From an optimization exercise on the open Yosys and OpenROAD flow, aimed at small area; shortcuts taken in it are not production practice. Only simulation tests tie the RTL to the original design; equivalence was not proved.

==> build 72 <==
// dct_top
module dct_top(
	 input [7:0]x0,
	 input [7:0]x1,
	 input [7:0]x2,
	 input [7:0]x3,
	 input [7:0]x4,
	 input [7:0]x5,
	 input [7:0]x6,
	 input [7:0]x7,
	 input en,
	 input clk,
	 input rst,
	 output [13:0]y0,
	 output [13:0]y1,
	 output [13:0]y2,
	 output [13:0]y3,
	 output [13:0]y4,
	 output [13:0]y5,
	 output [13:0]y6,
	 output [13:0]y7
    );
==> flow/config.mk <==
export PLATFORM = sky130hd
export DESIGN_NAME = dct_top
export DESIGN_NICKNAME = dct_top
export VERILOG_FILES = /design/flow/design.v
export SDC_FILE = /design/flow/constraint.sdc
export NUM_CORES = 4
export LEC_CHECK = 0
export CAP_MARGIN = 20
export CORE_MARGIN = 2
export CORE_UTILIZATION = 40
export SLEW_MARGIN = 20
==> flow/constraint.sdc <==
create_clock -name core_clock -period 12.0 [get_ports {clk}]
set_input_delay 2.4000 -clock core_clock [delete_from_list [all_inputs] [get_ports {clk}]]
set_output_delay 2.4000 -clock core_clock [all_outputs]
set_load 0.01 [all_outputs]
standard.sh (not shown) runs the stock make flow with config.mk's settings and CLKGATE_MAP_FILE= SYNTH_SCRIPT=/design/flow/synth_recipe.tcl, a recipe that flattens the netlist after the stock synthesis.
==> flow/flow/run.sh <==
#!/bin/bash
# Standard ORFS layout (the standard.sh, unchanged synthesis), with two changes:
#  - port buffers use the smallest buffer cell (buf_1) instead of the default choice;
#  - clock tree: clkbuf_8 buffers, sink clusters of up to 18, no dummy loads.
set -euo pipefail
bash standard.sh \
  BUFFER_PORTS_ARGS="-buffer_cell sky130_fd_sc_hd__buf_1" \
  CTS_ARGS="-sink_clustering_enable -repair_clock_nets -dont_use_dummy_load -buf_list sky130_fd_sc_hd__clkbuf_8 -sink_clustering_size 18 -sink_clustering_max_diameter 60" \
  finish > standard_make.log 2>&1
==> inputs of build 34, as changes to build 72 <==
==> flow/flow/run.sh (replaced) <==
#!/bin/bash
# Standard ORFS layout (the standard.sh: ORFS synthesis and place-and-route), with:
#  - an area-oriented ABC mapping script (flow/abc_area_nf.script) in place of ORFS's
#    abc_speed.script, in a copy of ORFS's scripts folder; everything else in that
#    copy is ORFS's own, so the registers and the rest of synthesis are unchanged;
#  - port buffers of the smallest buffer cell (buf_1);
#  - clock tree: clkbuf_8 buffers, sink clusters of up to 18, no dummy loads.
set -euo pipefail
SM="$PWD/scripts_abc"
rm -rf "$SM"
cp -r "$FLOW_HOME/scripts" "$SM"
cp flow/abc_area_nf.script "$SM/abc_speed.script"
bash standard.sh \
  SCRIPTS_DIR="$SM" \
  BUFFER_PORTS_ARGS="-buffer_cell sky130_fd_sc_hd__buf_1" \
  CTS_ARGS="-sink_clustering_enable -repair_clock_nets -dont_use_dummy_load -buf_list sky130_fd_sc_hd__clkbuf_8 -sink_clustering_size 18 -sink_clustering_max_diameter 60" \
  finish > standard_make.log 2>&1
==> flow/flow/abc_area_nf.script (new file) <==
&get -n
&st
&dch -f
&nf -a -F 4 -A 4
&put
topo
stime -c
==> summary of the runs <==
In build 34 the core utilization is higher than in build 72, by 0.42 points. Between build 72 and build 34, the lower via count is in build 34 (gap about 5%, measured against build 34). Clock skew: build 72 is lower than build 34 (0.018 ns). Against build 34, the wire length of build 72 is larger by 8.9%. Build 34 completed with no timing, DRC or antenna violations. Build 72 produced a clean layout.
==> figures <==
item	build 34	build 72
Buffers outside the clock class	205	217
Result of the run	finished clean	finished clean
Time the final worst path needs with I/O delays and setup	11.56 ns	11.62 ns
Share of the core filled with cells in the final layout	44.8%	44.3%
Reg2reg start	addr[2]	addr[0]
Sequential-to-total area share from yosys stat	54.2%	52.2%
Synth Area in XOR/XNOR	3.57%	3.51%
Min-Delay Startpoint	dctRAM.st6[8]	dctRAM.st6[62]

==> afterwards: timing with drivers on the ports <==
The flow's constraints put no driver on any port. The routed layouts listed below were extracted and timed again, unchanged, in two steps. Step 1: set_driving_cell puts a clkbuf_16 on clk and a buf_2 on each other input, an assumption about the parent block. Step 2 also shifts input and output timing later by t, the mid clock arrival at the registers, as if the neighbouring blocks saw the same clock. Three values: ideal ports, drivers, drivers and shift; two values: the first two.
run | t (ns) | setup slack, ns | worst setup path at the end | worst register clock-pin slew, ns | worst data-port slew with drivers (ns)
build 72 | 0.686 | 0.378 / 0.324 / 1.010 | register to output | 0.11 / 0.11 | 0.06
build 34 | 0.681 | 0.437 / 0.384 / 1.065 | register to output | 0.11 / 0.11 | 0.12
After both steps setup and hold are still met in every run listed.
